This design comes from an exercise in tuning for small area on the open sky130 flow, not from production work.
Only simulation tests tie the RTL to the original design; equivalence was not proved.
Power is estimated from default activity; no workload was simulated.

[design/flow/config.mk]
export PLATFORM = sky130hd
export DESIGN_NAME = generic_arbiter_full
export DESIGN_NICKNAME = generic_arbiter_full
export VERILOG_FILES = /design/flow/design.v
export SDC_FILE = /design/flow/constraint.sdc
export NUM_CORES = 4
export LEC_CHECK = 0
export CAP_MARGIN = 20
export CORE_MARGIN = 2
export CORE_UTILIZATION = 40
export SLEW_MARGIN = 20
[design/flow/constraint.sdc]
create_clock -name core_clock -period 5.0 [get_ports {hclk}]
set_input_delay 1.0000 -clock core_clock [delete_from_list [all_inputs] [get_ports {hclk}]]
set_output_delay 1.0000 -clock core_clock [all_outputs]
set_load 0.01 [all_outputs]
[design/flow/design.v]
module	generic_arbiter_full(busreq,hlock,hclk,hreset,hmaster_lock,hgrant,hready,hwdata,data_out,haddr,addr_out,hburst,htrans,htrans_out,hburst_out,hmaster);
	parameter size=9;
	parameter size_out=4;
	integer i;
	input [8*size-1:0]hwdata;
	input [8*size-1:0]haddr;
	input [3*size-1:0]hburst;
	input [2*size-1:0]htrans;
	input hclk;
	input hreset;
	input hready;
	input  [size-1:0]busreq;
	input [size-1:0]hlock;
	output reg [2:0]hburst_out;
	output reg [1:0]htrans_out;
	output reg hmaster_lock;
	output reg  [size_out-1:0]hgrant;
	output reg [7:0]data_out;
	output reg [7:0]addr_out;
	output reg [size_out-1:0]hmaster;
	reg [8*size-1:0]data1;
	reg [8*size-1:0]addr1;
	reg [8*size-1:0]data2;
	reg [8*size-1:0]addr2;
	reg [3*size-1:0]hburst1;
	reg [2*size-1:0]htrans1;
	reg [3*size-1:0]hburst2;
	reg [2*size-1:0]htrans2;
	reg  [size_out-1:0]w_hgrant;
	reg  w_hlock;
	reg hmasterlock;
	reg hlock3;
	reg [size_out-1:0]j;
	reg [size_out-1:0]inter;
	reg inter1;
	reg [size_out-1:0]hmaster_pre;
	reg hlock_c;
	reg [4:0]count;
	reg [4:0]counter;
	reg hlock_out;
	reg hlock_bus;
	reg [4:0]count_n;
	reg [4:0]counter_n;
	reg hmaster_lock_n;
always@(posedge hclk)
	begin
		hmaster_pre<=hmaster;
	end
always@*
	begin
		hlock_out=hlock>>hgrant;
		if(hmaster_lock)
			begin
				hlock_bus=hlock_out;
			end
		else
			begin
				hlock_bus=hlock3;
			end
	end
always @*
        begin
        	inter=4'b1000;inter1=0;
		w_hgrant=inter;w_hlock=inter1;
			for (j = size; j >= 1; j = j - 1)
				begin
					if (busreq[j-1]==1)
						begin
							w_hgrant = j-1;
							inter=j-1;
							w_hlock=hlock[j-1];
							inter1=hlock[j-1];
						end
					else
						begin
							w_hgrant=inter;
							w_hlock=inter1;
						end
				end
	end
always@(posedge hclk)
	begin
		if(!hreset)
			begin
				hgrant<=1'b0;
				hlock3<=1'b0;
			end
		else    if(!hmasterlock)
			begin
				hgrant<=w_hgrant;
				hlock3<=w_hlock;
			end
	end
always@*
	begin
		hmasterlock=hmaster_lock;
	end
always@(posedge hclk)
	begin
		if(!hreset)
			begin
				hmaster<=1'b0;
				hlock_c <=1'b0;
			end
		else    if(hready)
			begin
				hmaster<=hgrant;
				hlock_c<=hlock_bus;
			end
	end
always@*
	begin
		addr_out=addr2>>8*hmaster;
		htrans_out=htrans2>>2*hmaster;
		hburst_out=hburst2>>3*hmaster;
	end
always@*
	begin
		data_out=data2>>8*hmaster_pre;
	end
always@(posedge hclk)
	begin
		if(hready)
			begin
				data2<=data1;addr2<=addr1;htrans2<=htrans1;hburst2<=hburst1;
			end
	end
always@(posedge hclk)
	begin
		data1<=hwdata;addr1<=haddr;htrans1<=htrans;hburst1<=hburst;
	end
always@*
	begin
		hmaster_lock_n=hmaster_lock;
		counter_n=counter;
		count_n=count;
		case(hburst_out)
			3'b000,3'b001:begin
				if(counter_n==5'b00000)
					begin
						counter_n=5'b00000;
						hmaster_lock_n=hlock_c;
					end
			end
			3'b010,3'b011:begin
				if(counter_n==5'b00000)
					begin
						counter_n=5'b00100;
						hmaster_lock_n=1'b1;
						count_n=5'b00000;
					end
			end
			3'b100,3'b101:begin
				if(counter_n==5'b00000)
					begin
						counter_n=5'b01000;
						hmaster_lock_n=1'b1;
						count_n=5'b00000;
					end
			end
			3'b110,3'b111:begin
				if(counter_n==5'b00000)
					begin
						counter_n=5'b10000;
						hmaster_lock_n=1'b1;
						count_n=5'b00000;
					end
			end
		endcase
		case(htrans_out)
			2'b00 ,2'b01 :begin
				if ((count_n+3)<=counter_n)
					begin
						count_n=count_n+1;
					end
				else if ((count_n+3)>counter_n && ((count_n+1)<counter_n) )
					begin
						hmaster_lock_n=hlock_c;
						count_n=count_n+1;
					end
				else
					begin
						counter_n=5'b00000;
						hmaster_lock_n=hlock_c;
						count_n=5'b0000;
					end
			end
			default: count_n=count_n;
		endcase
	end
always@(posedge hclk)
	begin
		if(!hreset)
			begin
				hmaster_lock<=1'b0;
				counter<=5'b00000;
				count<=5'b00000;
			end
		else
			begin
				hmaster_lock<=hmaster_lock_n;
				counter<=counter_n;
				count<=count_n;
			end
	end
endmodule
[design/flow/run.sh]
#!/bin/bash
# synth_recipe.tcl (not shown) runs the flow's synth.tcl, then flattens the netlist and writes it again
# the make line also repeats each setting of config.mk as NAME=value (left out here)
make -C /OpenROAD-flow-scripts/flow DESIGN_CONFIG=/design/flow/config.mk WORK_HOME=/design/flow/orfs CLKGATE_MAP_FILE= SYNTH_SCRIPT=/design/flow/synth_recipe.tcl finish
==> results of run 1 <==
-- path summary, 6_finish.rpt --
| path | start | to | slack [ns] | depth (start not counted) |
|---|---|---|---|---|
| max | hmaster[1] | count[4] | 0.60 | 18 |
| min | addr1[32] | addr2[32] | 0.40 | 0 |
| max reg2reg | hmaster[1] | count[4] | 0.60 | 18 |
| min reg2reg | addr1[32] | addr2[32] | 0.40 | 0 |
-- cell families (layout without fill, tap and decap cells) --
logic type	after synthesis	count (layout)	synth area share, %
buffers and inverters	33	336	1.08
AND/OR/NAND/NOR	90	90	3.48
other	0	4	0
flip-flops	403	403	80.0
multiplexers	70	70	9.85
AO/OA/AOI/OAI	72	72	3.94
XOR/XNOR	8	8	0.563
adder cells (fa/ha/maj)	11	11	1.11
-- metrics by stage --
step | cell area, µm² | cells | util (%)
2_1_floorplan | 12500 | 687 | -
3_3_place_gp | 15400 | 1312 | 50.2
3_5_place_dp | 15400 | 1312 | 50.2
4_1_cts | 16700 | 1386 | 54.6
5_1_grt | 16700 | 1388 | 54.7
6_report | 16700 | 1390 | 54.7
-- cell usage in the layout, fill, tap and decap left out, drive strengths merged, types with 5 or more instances in the layout --
cell type and count:
dfxtp 214, nor2b 10, ha 11, edfxtp 189, mux2i 28, nor2 21
clkbuf 64, clkdlybuf4s50 238, a21oi 8, clkinv 7, buf 13, mux4 42
inv 10, xor2 6, nand2 33, o211ai 5, o21ai 27, nor3 5
-- routing by layer --
layer | vias up | global-route usage, % | part of all wire [%]
met3 | 43 | 5.78 | 9.3
met2 | 254 | 24.1 | 47
met5 | - | 0 | 0.17
li1 | 3117 | - | -
met4 | 6 | 4.29 | 2.0
met1 | 3012 | 18.8 | 42
-- final cells by class --
cell class                 instances  area (µm²)  area share, %
inverter                          10        37.5          0.224
sequential                       403        9960           59.5
antenna                            4        10.0         0.0598
multi-input combinational        251        2370           14.2
timing repair buffer             252        2490           14.9
clock inverter                    11         169           1.01
clock buffer                      63        1190           7.11
tap                              396         495           2.96
-- worst reg2reg max path, delay by kind of cell, from the launching register on --
kind / cells / cell delay (ns)
AOI/OAI and AO/OA: 8 / 1.86
buffers and inverters: 1 / 0.06
adders and majority gates: 2 / 0.52
xor gates and xnor gates: 1 / 0.12
muxes: 1 / 0.53
and+or+nand+nor: 5 / 0.68
DFF: 1 / 0.50
-- registers in the layout, indices dropped and copies added (netlist names) --
signal	cells
hgrant	4
htrans1	18
count	5
data2	72
hburst1	27
hmaster_lock	1
addr2	72
addr1	72
htrans2	18
hburst2	27
hmaster	4
hmaster_pre	4
hlock_c	1
hlock3	1
data1	72
counter	5
-- power breakdown --
part | internal (mW) | leakage, nW | switching, mW
Sequential | 3.64 | 3.65 | 0.0668
Combinational | 0.296 | 1.69 | 0.197
Clock | 1.80 | 0.659 | 1.18
Total | 5.74 | 6.00 | 1.45
==> key figures, run 1 <==
Placed design
  • Place WS: 0.598 ns
  • Final Wtd Congestion: 0.838
  • Final HPWL DP: 16700 µm
  • Number of buffers inserted by port buffering: 239

Setup path
  • Stage delay of the slowest cell on the critical path: 0.53 ns
  • CP max FO: 11
  • Critical path capture point type: register
  • Standard cell with the maximum stage delay on the critical path: sky130_fd_sc_hd__mux4_2
  • Worst path bufs/invs: 1
  • Critical Path Source Type: register
  • WP data arrival: 4.81 ns
  • Cell class contributing the biggest share of worst-path delay: compound AO/OA/AOI/OAI gates
  • Ordered cell list for the critical path: mux4_2 > nand2b_1 > a22o_1 > o21ai_2 > and2_1 > inv_1 > ha_1 > nor2_1 > xnor2_1 > nor2_1 > ha_1 > a21o_1 > a211oi_1 > o32ai_1 > o31ai_1 > a32o_1 > o21ai_4 > nor3_1
  • Setup CP Type: register to register
  • Required arrival time at the worst endpoint: 5.40 ns

Detailed routing
  • Pre-antenna DRT Iters: 5
  • DRC viols: 0
  • Routed wire per std cell: 17.4 µm
  • Antenna-violating nets left: 0
  • Average via count per standard cell: 4.63
  • Iter 0 DRT Violations: 380
  • Total vias in the final route: 6432
  • Routed Wire Length: 24300 µm

Layout
  • Layout cells sized above 1: 12.4%
  • Syn-to-layout area delta: 34.4%
  • Number of fillers in the final layout: 2456
  • Final #Nets: 1179

Timing
  • Number of hold violations in the final report: 0
  • Final setup violating endpoints: 0
  • Worst slew pin tran: 1.01 ns
  • Worst-case clock skew: 0.0121 ns
  • Highest attainable clock frequency: 227 MHz
  • Post-route worst setup slack: 0.598 ns
  • Max Slew Vio Count: 0
  • Final Cycle Share: 88.0%
  • Sum of negative setup slack: 0 ns
  • Max-slew headroom at the worst pin: 32.8%
  • Worst hold margin: 0.400 ns
  • Minimum clock period after layout: 4.40 ns
  • Unrepaired setup endpoints after global routing: false

Clock network
  • Worst-case clock buffer depth: 3
  • Count of cells resized by post-cts repair: 0
  • Buffer type at the clock tree root: sky130_fd_sc_hd__clkbuf_16
  • CTS H-tree lvls: 2
  • CTS Sinks: 403
  • Number of setup buffers added after CTS: 0
  • TritonCTS clock tree: built
  • Cts hold-fix bufs: 0
  • Clock-pin slew reported for the worst setup and hold paths after clock tree synthesis: 0.06 ns
  • Clk Latency, worst-skew pair: 0.54 ns
  • Total CTS buffers: 40

Yosys
  • Mapped Avg Cell Area: 18.1 µm²
  • Area contributors post-synth: sky130_fd_sc_hd__edfxtp_1, sky130_fd_sc_hd__dfxtp_1, sky130_fd_sc_hd__mux4_2, sky130_fd_sc_hd__mux2i_1, sky130_fd_sc_hd__ha_1
  • Flip-flop and latch count after synthesis: 403
  • Area leader, netlist: sky130_fd_sc_hd__edfxtp_1
  • Synth cell count leaders: sky130_fd_sc_hd__dfxtp_1, sky130_fd_sc_hd__edfxtp_1, sky130_fd_sc_hd__mux4_2
  • Sequential cell area fraction in the yosys report: 80.0%
  • Syn Nets: 908
  • Cell with the most instances after synthesis: sky130_fd_sc_hd__dfxtp_1
  • Post-synth EDFFs: 189
  • Synth async-reset ratio: 0%
  • Most used flip-flop cell after synthesis: sky130_fd_sc_hd__dfxtp_1
  • Top-area cell type share of the netlist area: 45.6%
  • Post-synthesis instance total: 687
  • Synth Warn #: 1
  • Number of distinct library cell variants in the gate-level netlist after synthesis: 53
  • Area of the mapped netlist: 0.0125 mm²

Floorplanning
  • Area inside the core boundary: 0.0306 mm²
  • FP Rows: 64
  • I/O pin cnt: 240
  • Overall die height: 180 µm
  • Initial cell density of the core: 40.7%
  • X dimension of the die: 180 µm
  • Die Footprint: 0.0326 mm²

Run
  • Number of max-cap violations: 0

Min path
  • Path type of the worst min-delay path: register to register

Pwr
  • IR drop worst, VDD: 0.236 mV
  • Power density over cell area: 430 mW/mm²
  • PnR Total Power: 7.19 mW
  • Pleak: 6.00 nW

GRT
  • Overall Global Routing Usage: 14.9%
  • Global-route wire length before repair: 37400 µm
  • Vias in the first global route: 6791
  • Congestion Overflow GR: 0
  • Largest net degree at the start of global routing: 113
  • Antenna violations before repair: 7

Outcome
  • Run status: no timing/DRC/antenna violations
==> run 2, diff against run 1 <==
==> design/flow/design.v (replaced) <==
module	generic_arbiter_full(busreq,hlock,hclk,hreset,hmaster_lock,hgrant,hready,hwdata,data_out,haddr,addr_out,hburst,htrans,htrans_out,hburst_out,hmaster);
	parameter size=9;
	parameter size_out=4;
	input [8*size-1:0]hwdata;
	input [8*size-1:0]haddr;
	input [3*size-1:0]hburst;
	input [2*size-1:0]htrans;
	input hclk;
	input hreset;
	input hready;
	input  [size-1:0]busreq;
	input [size-1:0]hlock;
	output reg [2:0]hburst_out;
	output reg [1:0]htrans_out;
	output reg hmaster_lock;
	output reg  [size_out-1:0]hgrant;
	output reg [7:0]data_out;
	output reg [7:0]addr_out;
	output reg [size_out-1:0]hmaster;
	integer i;
	reg [size_out-1:0]w_hgrant;
	reg w_hlock;
	always @*
		begin
			w_hgrant=4'd8;
			w_hlock=1'b0;
			for (i=size-1; i>=0; i=i-1)
				if (busreq[i])
					begin
						w_hgrant=i;
						w_hlock=hlock[i];
					end
		end
	reg hlock3;
	reg hlock_c;
	reg [4:0]rem;
	wire [size_out-1:0]ng = !hreset ? 4'd0 : (hmaster_lock ? hgrant : w_hgrant);
	wire [size_out-1:0]nm = !hreset ? 4'd0 : (hready ? hgrant : hmaster);
	always@(posedge hclk)
		begin
			hgrant<=ng;
			if(!hreset)
				hlock3<=1'b0;
			else if(!hmaster_lock)
				hlock3<=w_hlock;
		end
	always@(posedge hclk)
		begin
			hmaster<=nm;
			if(!hreset)
				hlock_c<=1'b0;
			else if(hready)
				hlock_c<=hmaster_lock ? hlock[hgrant] : hlock3;
		end
	reg [7:0]a1g,a1z,d1g,d1m,d1z;
	reg [1:0]t1g,t1z;
	reg [2:0]b1g,b1z;
	reg [7:0]a_ng,d_ng,d_nm;
	reg [1:0]t_ng;
	reg [2:0]b_ng;
	always @*
		begin
			a_ng=8'd0;d_ng=8'd0;t_ng=2'd0;b_ng=3'd0;d_nm=8'd0;
			for (i=0; i<size; i=i+1)
				begin
					if (ng==i)
						begin
							a_ng=haddr[8*i+:8];d_ng=hwdata[8*i+:8];
							t_ng=htrans[2*i+:2];b_ng=hburst[3*i+:3];
						end
					if (nm==i)
						d_nm=hwdata[8*i+:8];
				end
		end
	always@(posedge hclk)
		begin
			a1g<=a_ng;t1g<=t_ng;b1g<=b_ng;d1g<=d_ng;d1m<=d_nm;
			a1z<=haddr[7:0];t1z<=htrans[1:0];b1z<=hburst[2:0];d1z<=hwdata[7:0];
		end
	reg [7:0]a2z,d2m,d2z;
	reg [1:0]t2z;
	reg [2:0]b2z;
	wire [7:0]a2z_n = hready ? a1z : a2z;
	wire [1:0]t2z_n = hready ? t1z : t2z;
	wire [2:0]b2z_n = hready ? b1z : b2z;
	wire [7:0]d2z_n = hready ? d1z : d2z;
	always@(posedge hclk)
		begin
			a2z<=a2z_n;t2z<=t2z_n;b2z<=b2z_n;d2z<=d2z_n;
			data_out<=hready ? d1m : d2m;
			if(!hreset)
				begin
					addr_out<=a2z_n;htrans_out<=t2z_n;hburst_out<=b2z_n;d2m<=d2z_n;
				end
			else if(hready)
				begin
					addr_out<=a1g;htrans_out<=t1g;hburst_out<=b1g;d2m<=d1g;
				end
		end
	reg [4:0]rem_n;
	reg hml_n;
	always @*
		begin
			rem_n=rem;
			hml_n=hmaster_lock;
			if (rem==5'd0)
				begin
					case (hburst_out[2:1])
						2'b00: hml_n=hlock_c;
						2'b01: begin rem_n=5'd4; hml_n=1'b1; end
						2'b10: begin rem_n=5'd8; hml_n=1'b1; end
						2'b11: begin rem_n=5'd16; hml_n=1'b1; end
					endcase
				end
			if (!htrans_out[1])
				begin
					if (rem_n<5'd3)
						hml_n=hlock_c;
					if (rem_n!=5'd0)
						rem_n=rem_n-5'd1;
				end
		end
	always@(posedge hclk)
		begin
			if(!hreset)
				begin
					hmaster_lock<=1'b0;
					rem<=5'd0;
				end
			else
				begin
					hmaster_lock<=hml_n;
					rem<=rem_n;
				end
		end
endmodule
==> key figures, run 2 <==
Placed design
  • Number of buffers inserted by port buffering: 239
  • Placed standard-cell area: 0.00934 mm²
  • Final HPWL DP: 19500 µm
  • Final Wtd Congestion: 0.984

Clock network
  • Worst-case clock buffer depth: 2
  • Clk Latency, worst-skew pair: 0.42 ns
  • Clock-pin slew reported for the worst setup and hold paths after clock tree synthesis: 0.06 ns
  • CTS Sinks: 116
  • Total CTS buffers: 17
  • CTS H-tree lvls: 4
  • Number of setup buffers added after CTS: 0
  • Count of cells resized by post-cts repair: 0
  • TritonCTS clock tree: built
  • Buffer type at the clock tree root: sky130_fd_sc_hd__clkbuf_16
  • Cts hold-fix bufs: 0

Pwr
  • NetSw: 1.09 mW
  • Share of total power in sequential cells: 36.0%
  • Pleak: 3.66 nW
  • PnR Total Power: 3.43 mW
  • IR drop worst, VDD: 0.224 mV
  • Switching share of power: 31.8%
  • Clock share of power: 34.5%
  • Power density over cell area: 345 mW/mm²
  • Total internal power: 2.33 mW
  • Combinational share of power: 29.5%

GRT
  • Vias in the first global route: 6883
  • Global-route wire length before repair: 39400 µm
  • Largest net degree at the start of global routing: 46
  • Congestion Overflow GR: 0
  • Overall Global Routing Usage: 28.5%
  • Antenna violations before repair: 1

Floorplanning
  • Area inside the core boundary: 0.0166 mm²
  • FP Rows: 47
  • Overall die height: 135 µm
  • Die Footprint: 0.0182 mm²
  • I/O pin cnt: 240
  • Initial cell density of the core: 41.2%
  • X dimension of the die: 135 µm

Detailed routing
  • Antenna-violating nets left: 0
  • DRC viols: 0
  • Total vias in the final route: 7191
  • Routed wire per std cell: 22.2 µm
  • Iter 0 DRT Violations: 942
  • Average via count per standard cell: 6.12
  • Routed Wire Length: 26100 µm
  • Pre-antenna DRT Iters: 6

Setup path
  • Critical Path Source Type: input pin
  • Worst path bufs/invs: 3
  • CP max FO: 20
  • Required arrival time at the worst endpoint: 5.29 ns
  • WP data arrival: 4.00 ns
  • Critical path capture point type: register
  • Cell class contributing the biggest share of worst-path delay: buffers and inverters
  • Standard cell with the maximum stage delay on the critical path: sky130_fd_sc_hd__clkdlybuf4s50_1
  • Stage delay of the slowest cell on the critical path: 0.95 ns
  • Ordered cell list for the critical path: clkdlybuf4s50_1 > buf_4 > nand2_1 > inv_1 > nor2_2 > o2bb2ai_1 > a222oi_1 > o21ai_0
  • Setup CP Type: input pin to register

Yosys
  • Sequential cell area fraction in the yosys report: 37.0%
  • Cell with the most instances after synthesis: sky130_fd_sc_hd__dfxtp_1
  • Synth cell count leaders: sky130_fd_sc_hd__dfxtp_1, sky130_fd_sc_hd__a21oi_1, sky130_fd_sc_hd__mux2_2
  • Area contributors post-synth: sky130_fd_sc_hd__dfxtp_1, sky130_fd_sc_hd__edfxtp_1, sky130_fd_sc_hd__mux2_2, sky130_fd_sc_hd__a21oi_1, sky130_fd_sc_hd__mux2i_1
  • Area leader, netlist: sky130_fd_sc_hd__dfxtp_1
  • Syn Nets: 946
  • Mapped Avg Cell Area: 9.33 µm²
  • Top-area cell type share of the netlist area: 27.8%
  • Post-synth EDFFs: 21
  • Number of distinct library cell variants in the gate-level netlist after synthesis: 69
  • Flip-flop and latch count after synthesis: 116
  • Synth Warn #: 1
  • Area of the mapped netlist: 0.00685 mm²
  • Synth async-reset ratio: 0%
  • Most used flip-flop cell after synthesis: sky130_fd_sc_hd__dfxtp_1
  • Post-synthesis instance total: 734

Timing
  • Number of hold violations in the final report: 0
  • Highest attainable clock frequency: 270 MHz
  • Max Slew Vio Count: 0
  • Worst slew pin tran: 1.12 ns
  • Final Cycle Share: 74.0%
  • Sum of negative setup slack: 0 ns
  • Unrepaired setup endpoints after global routing: false
  • Max-slew headroom at the worst pin: 25.5%
  • Worst-case clock skew: 0.0108 ns
  • Minimum clock period after layout: 3.70 ns
  • Final setup violating endpoints: 0

Run
  • Number of max-cap violations: 0

Layout
  • Most frequent cells in the layout: sky130_fd_sc_hd__clkdlybuf4s50_1, sky130_fd_sc_hd__dfxtp_1, sky130_fd_sc_hd__a21oi_1, sky130_fd_sc_hd__mux2_2, sky130_fd_sc_hd__nor2_1
  • Final #Nets: 1154
  • Syn-to-layout area delta: 44.9%
  • Most common cell after layout, fill and taps aside: sky130_fd_sc_hd__clkdlybuf4s50_1
  • Final cell area excluding filler cells: 0.00992 mm²
  • Layout cells sized above 1: 14.9%
  • Number of diodes: 0
  • End-of-flow core utilization: 59.6%

Outcome
  • Run status: no timing/DRC/antenna violations

Min path
  • Path type of the worst min-delay path: register to register
==> run 2: logic make-up (layout without fill, tap and decap cells) <==
logic type      Yosys count  after routing  synth area share (%)
compound gates          278            278                  28.4
simple gates            164            164                  13.1
flops                   116            116                  37.0
mux                      88             88                  15.3
buf+inv                  86            307                  5.94
fa+ha+maj                 2              2                 0.365
==> run 2: area by class of cell <==
class                      instances  area (µm²)
clock inverter                    14         140
tap                              220         275
inverter                          13        48.8
fill                            1428        6720
timing repair buffer             262        2560
clock buffer                      18         439
sequential                       116        2530
multi-input combinational        532        3930
==> run 2: power by group through the flow <==
stage          registers, mW  logic (mW)  clock network (mW)
2_1_floorplan           1.20       0.590                   0
3_3_place_gp            1.24       0.975                   0
3_5_place_dp            1.25       0.995                   0
4_1_cts                 1.23        1.00                1.20
5_1_grt                 1.25        1.09                1.25
6_report                1.23        1.01                1.18
==> run 2: path summary, 6_finish.rpt <==
check	start	end	slack (ns)	cells after the start
setup / recovery	hreset	d1m[5]	1.30	8
hold / removal	b2z[1]	b2z[1]	0.47	1
setup reg to reg	hmaster_lock	a1g[5]	1.85	7
hold reg to reg	b2z[1]	b2z[1]	0.47	1
==> run 2: routing by layer <==
| layer | part of all wire, % | GRT usage (%) | vias up |
|---|---|---|---|
| met5 | 0 | 0 | - |
| met1 | 44 | 40.6 | 3346 |
| li1 | - | - | 3286 |
| met4 | 2.2 | 8.71 | 0 |
| met2 | 45 | 43.5 | 505 |
| met3 | 9.3 | 5.74 | 54 |
==> run 2: metrics by stage <==
stage | hold slack [ns] | setup slack, ns | std cells
2_1_floorplan | 0.433 | 2.28 | 734
3_3_place_gp | 0.449 | 1.12 | 1143
3_5_place_dp | 0.458 | 0.884 | 1143
4_1_cts | 0.470 | 1.33 | 1175
5_1_grt | 0.483 | 1.13 | 1175
6_report | 0.469 | 1.30 | 1175
==> run 3, diff against run 2 <==
--- a/design/flow/design.v
+++ b/design/flow/design.v
@@ -57,2 +57,3 @@
 	reg [2:0]b1g,b1z;
+	reg [size-1:0]g_oh,m_oh,pri_oh,hg_oh,hm_oh;
 	reg [7:0]a_ng,d_ng,d_nm;
@@ -62,13 +63,50 @@
 		begin
-			a_ng=8'd0;d_ng=8'd0;t_ng=2'd0;b_ng=3'd0;d_nm=8'd0;
 			for (i=0; i<size; i=i+1)
 				begin
-					if (ng==i)
-						begin
-							a_ng=haddr[8*i+:8];d_ng=hwdata[8*i+:8];
-							t_ng=htrans[2*i+:2];b_ng=hburst[3*i+:3];
-						end
-					if (nm==i)
-						d_nm=hwdata[8*i+:8];
+					hg_oh[i]=(hgrant==i);
+					hm_oh[i]=(hmaster==i);
 				end
+			pri_oh[0]=busreq[0];
+			for (i=1; i<size-1; i=i+1)
+				pri_oh[i]=busreq[i] & ~|(busreq & ((9'd1<<i)-9'd1));
+			pri_oh[size-1]=~|busreq[size-2:0];
+			g_oh = !hreset ? 9'd1 : (hmaster_lock ? hg_oh : pri_oh);
+			m_oh = !hreset ? 9'd1 : (hready ? hg_oh : hm_oh);
+		end
+	wire [size*21-1:0]gin;
+	wire [size*8-1:0]min;
+	genvar k,b;
+	generate
+		for (k=0; k<size; k=k+1)
+			begin : tr
+				assign gin[21*k+:21]={hburst[3*k+:3],htrans[2*k+:2],hwdata[8*k+:8],haddr[8*k+:8]};
+			end
+		for (b=0; b<21; b=b+1)
+			begin : mg
+				wire [size-1:0]v;
+				for (k=0; k<size; k=k+1)
+					begin : s
+						assign v[k]=gin[21*k+b];
+					end
+				wire o;
+				sel9 u(.v(v),.s(g_oh),.o(o));
+			end
+		for (b=0; b<8; b=b+1)
+			begin : mm
+				wire [size-1:0]v;
+				for (k=0; k<size; k=k+1)
+					begin : s
+						assign v[k]=hwdata[8*k+b];
+					end
+				wire o;
+				sel9 u(.v(v),.s(m_oh),.o(o));
+			end
+	endgenerate
+	always @*
+		begin
+			a_ng={mg[7].o,mg[6].o,mg[5].o,mg[4].o,mg[3].o,mg[2].o,mg[1].o,mg[0].o};
+			d_ng={mg[15].o,mg[14].o,mg[13].o,mg[12].o,mg[11].o,mg[10].o,mg[9].o,mg[8].o};
+			t_ng={mg[17].o,mg[16].o};
+			b_ng={mg[20].o,mg[19].o,mg[18].o};
+			d_nm={mm[7].o,mm[6].o,mm[5].o,mm[4].o,mm[3].o,mm[2].o,mm[1].o,mm[0].o};
 		end
@@ -136 +174,16 @@
 endmodule
+module sel9(v,s,o);
+	input [8:0]v;
+	input [8:0]s;
+	output o;
+	wire n0,n1,n2;
+	aoi222 g0(.a(v[0]),.b(s[0]),.c(v[1]),.d(s[1]),.e(v[2]),.f(s[2]),.y(n0));
+	aoi222 g1(.a(v[3]),.b(s[3]),.c(v[4]),.d(s[4]),.e(v[5]),.f(s[5]),.y(n1));
+	aoi222 g2(.a(v[6]),.b(s[6]),.c(v[7]),.d(s[7]),.e(v[8]),.f(s[8]),.y(n2));
+	assign o=~(n0&n1&n2);
+endmodule
+module aoi222(a,b,c,d,e,f,y);
+	input a,b,c,d,e,f;
+	output y;
+	assign y=~((a&b)|(c&d)|(e&f));
+endmodule
==> design/flow/flow/run.sh (new file) <==
#!/bin/bash
set -euo pipefail
export BUFFER_PORTS_ARGS="-buffer_cell sky130_fd_sc_hd__buf_1"
export CTS_ARGS="-sink_clustering_enable -repair_clock_nets -dont_use_dummy_load -buf_list sky130_fd_sc_hd__clkbuf_4"
bash standard.sh > standard.log 2>&1
==> design/flow/standard.sh (new file) <==
#!/bin/bash
# synth_recipe.tcl (not shown) runs the flow's synth.tcl, then flattens the netlist and writes it again
# the make line also repeats each setting of config.mk as NAME=value (left out here)
make -C /OpenROAD-flow-scripts/flow DESIGN_CONFIG=/design/flow/config.mk WORK_HOME=/design/flow/orfs CLKGATE_MAP_FILE= SYNTH_SCRIPT=/design/flow/synth_recipe.tcl "${@:-finish}"
--- a/design/flow/config.mk
+++ b/design/flow/config.mk
@@ -9,3 +9,4 @@
 export CORE_MARGIN = 2
-export CORE_UTILIZATION = 40
+export CORE_UTILIZATION = 60
 export SLEW_MARGIN = 20
+export SYNTH_HIERARCHICAL = 1
removed: design/flow/run.sh
==> key figures, run 3 <==
Yosys
  • Synth Warn #: 7
  • Mapped Avg Cell Area: 11.3 µm²
  • Synth async-reset ratio: 0%
  • Flip-flop and latch count after synthesis: 116
  • Area leader, netlist: sky130_fd_sc_hd__dfxtp_1
  • Top-area cell type share of the netlist area: 36.7%
  • Post-synthesis instance total: 457
  • Area of the mapped netlist: 0.00518 mm²
  • Syn Nets: 669
  • Post-synth EDFFs: 21
  • Area contributors post-synth: sky130_fd_sc_hd__dfxtp_1, sky130_fd_sc_hd__a222oi_1, sky130_fd_sc_hd__edfxtp_1, sky130_fd_sc_hd__mux2_2, sky130_fd_sc_hd__nand3_1
  • Sequential cell area fraction in the yosys report: 48.9%
  • Cell with the most instances after synthesis: sky130_fd_sc_hd__dfxtp_1
  • Most used flip-flop cell after synthesis: sky130_fd_sc_hd__dfxtp_1
  • Synth cell count leaders: sky130_fd_sc_hd__dfxtp_1, sky130_fd_sc_hd__a222oi_1, sky130_fd_sc_hd__mux2_2
  • Number of distinct library cell variants in the gate-level netlist after synthesis: 48

GRT
  • Grt met2 use: 62.8%
  • Congestion Overflow GR: 0
  • Antenna violations before repair: 0
  • Overall Global Routing Usage: 36.7%
  • Met1 track utilization from global routing: 43.5%
  • Global routing met3 resource utilization: 9.47%
  • Largest net degree at the start of global routing: 28
  • Most congested layer reported by global routing: met2
  • Vias in the first global route: 5663
  • Global-route wire length before repair: 27400 µm

Placed design
  • Final Wtd Congestion: 0.919
  • Number of buffers inserted by port buffering: 239
  • Final HPWL DP: 12100 µm
  • Placed standard-cell area: 0.00619 mm²

Clock network
  • TritonCTS clock tree: built
  • Worst-case clock buffer depth: 2
  • CTS H-tree lvls: 4
  • Number of setup buffers added after CTS: 0
  • CTS Sinks: 116
  • Buffer type at the clock tree root: sky130_fd_sc_hd__clkbuf_4
  • Clk Latency, worst-skew pair: 0.50 ns
  • Clock-pin slew reported for the worst setup and hold paths after clock tree synthesis: 0.12 ns
  • Count of cells resized by post-cts repair: 0
  • Cts hold-fix bufs: 0
  • Total CTS buffers: 17

Detailed routing
  • Average via count per standard cell: 6.86
  • Routed Wire Length: 17600 µm
  • Routed wire per std cell: 21.9 µm
  • DRC viols: 0
  • Pre-antenna DRT Iters: 12
  • Total vias in the final route: 5527
  • Antenna-violating nets left: 0
  • Iter 0 DRT Violations: 1078

Layout
  • Number of diodes: 0
  • Most common cell after layout, fill and taps aside: sky130_fd_sc_hd__buf_1
  • Layout cells sized above 1: 12.7%
  • Final #Nets: 915
  • Final cell area excluding filler cells: 0.00636 mm²
  • Syn-to-layout area delta: 22.8%
  • Most frequent cells in the layout: sky130_fd_sc_hd__buf_1, sky130_fd_sc_hd__dfxtp_1, sky130_fd_sc_hd__a222oi_1, sky130_fd_sc_hd__mux2_2, sky130_fd_sc_hd__nand3_1

Floorplanning
  • I/O pin cnt: 240
  • Area inside the core boundary: 0.00830 mm²
  • Overall die height: 96.9 µm
  • X dimension of the die: 96.9 µm
  • Initial cell density of the core: 62.4%
  • FP Rows: 33
  • Die Footprint: 0.00939 mm²

Setup path
  • Critical Path Source Type: input pin
  • Reg-to-reg critical path startpoint: hmaster_lock
  • WP data arrival: 3.70 ns
  • Required arrival time at the worst endpoint: 5.44 ns
  • Slack of the worst reg-to-reg path: 1.84 ns
  • CP max FO: 21
  • Setup CP Type: input pin to register
  • Worst Reg-to-Reg Cells: 6
  • Critical path capture point type: register
  • Endpoint of the worst-slack reg-to-reg timing path: d1g[1]

Timing
  • Worst slew pin tran: 1.25 ns
  • Unrepaired setup endpoints after global routing: false
  • Max Slew Vio Count: 0
  • Worst hold margin: 0.458 ns
  • Number of hold violations in the final report: 0
  • Minimum clock period after layout: 3.26 ns
  • Final setup violating endpoints: 0
  • Max-slew headroom at the worst pin: 16.9%
  • Final Cycle Share: 65.2%
  • Worst-case clock skew: 0.0515 ns
  • Sum of negative setup slack: 0 ns
  • Highest attainable clock frequency: 307 MHz

Min path
  • Hold depth: 1
  • Path type of the worst min-delay path: register to register
  • Endpoint, Worst Hold: d2z[7]
  • Hold path startpoint: d1z[7]

Pwr
  • Pleak: 2.17 nW
  • Power density over cell area: 359 mW/mm²
  • IR drop worst, VDD: 0.186 mV

Run
  • Number of max-cap violations: 0

Outcome
  • Run status: no timing/DRC/antenna violations
[run 3: changes by cell type after synthesis, sizes merged, moves of 29 or more]
cell    change
nor2       -29
a222oi     +82
nand4      -39
a21oi      -55
o21ai      -41
buf        -39
nand3      +32
[run 3: cell type report]
type / count / area, µm²
Timing Repair Buffer: 244 / 943
Clock buffer: 17 / 128
Tap cell: 105 / 131
Sequential cell: 116 / 2530
Fill cell: 634 / 1940
Inverter: 12 / 45.0
Multi-Input combinational cell: 312 / 2580
[run 3: worst max-delay path by stage]
stage               from  endpoint
3_5_place_dp   busreq[1]    d1g[1]
4_1_cts        busreq[1]    a1g[7]
3_3_place_gp   busreq[1]    d1g[5]
2_1_floorplan  busreq[1]    a1g[0]
6_report       busreq[1]    d1g[1]
5_1_grt        busreq[1]    b1g[2]
[run 3: Yosys stat by module (local to each module, per instance)]
| module | area [µm²] | flops+latches |
|---|---|---|
| aoi222 | 10.0 | 0 |
| generic_arbiter_full | 4160 | 116 |
| sel9 | 5.00 | 0 |
[run 3: logic make-up (layout without fill, tap and decap cells)]
kind of cell / after synthesis / in the layout / synth area share (%)
fa+ha+maj: 2 / 2 / 0.483
buf+inv: 29 / 273 / 2.46
flops: 116 / 116 / 48.9
mux: 59 / 59 / 13.1
compound gates: 146 / 146 / 24.2
simple gates: 105 / 105 / 10.8
[run 3: metal layers]
layer | wire, µm | up-vias
met5 | 0 | -
met4 | 518 | 0
met3 | 2230 | 61
met2 | 8640 | 469
met1 | 6230 | 2552
li1 | - | 2445
[run 3: stage by stage]
| stage | util [%] | total power [mW] | setup WS (ns) | std cells |
|---|---|---|---|---|
| final | 76.6 | 2.28 | 1.74 | 806 |
| after floorplan | - | 1.64 | 2.00 | 457 |
| after detailed placement | 74.6 | 1.85 | 1.36 | 787 |
| after CTS | 76.1 | 2.27 | 1.90 | 804 |
| after global routing | 76.6 | 2.40 | 1.71 | 806 |
| after global placement | 74.4 | 1.82 | 1.62 | 787 |
[run 3: worst max-delay path, cell delays in order]
cell                       delay [ns]
sky130_fd_sc_hd__buf_1           0.12
sky130_fd_sc_hd__nor3_1          0.40
sky130_fd_sc_hd__nor3b_1         0.53
sky130_fd_sc_hd__a32oi_1         0.20
sky130_fd_sc_hd__nor2_2          0.96
sky130_fd_sc_hd__a222oi_1        0.30
sky130_fd_sc_hd__nand3_1         0.19
[run 3: power breakdown]
part	total (mW)	internal [mW]	switching [mW]
clock network	0.427	0.155	0.271
logic	0.637	0.290	0.348
registers	1.22	1.11	0.105

## port drivers added, routing unchanged
Ports are ideal in the flow. The routed layouts listed here were re-timed in OpenROAD.
Step 1 (the two cells are an assumption about what drives the block):
set clk [get_ports {hclk}]
set_driving_cell -lib_cell sky130_fd_sc_hd__clkbuf_16 $clk
set_driving_cell -lib_cell sky130_fd_sc_hd__buf_2 [delete_from_list [all_inputs] $clk]
Step 2 adds t to the input delays and takes it off the output delays; t is the mean of the earliest and latest rising clock arrival at the registers after step 1. Input paths then give back, and output paths get back, about the clock's delay inside the block.
a / b / c = ideal ports / drivers / drivers and shift; a / b = the first two.
run | shift t [ns] | setup slack, ns | clock arrival spread, ns
run 1 | 0.577 | 0.598 / 0.598 / 0.598 | 0.014 / 0.013
run 2 | 0.452 | 1.298 / 1.313 / 0.861 | 0.011 / 0.010
run 3 | 0.512 | 1.740 / 1.746 / 1.234 | 0.054 / 0.055
After both steps setup and hold are still met in every run listed. For run 3, which loses most, drivers alone change the setup slack by +0.006 ns; drivers and shift together by -0.506 ns.
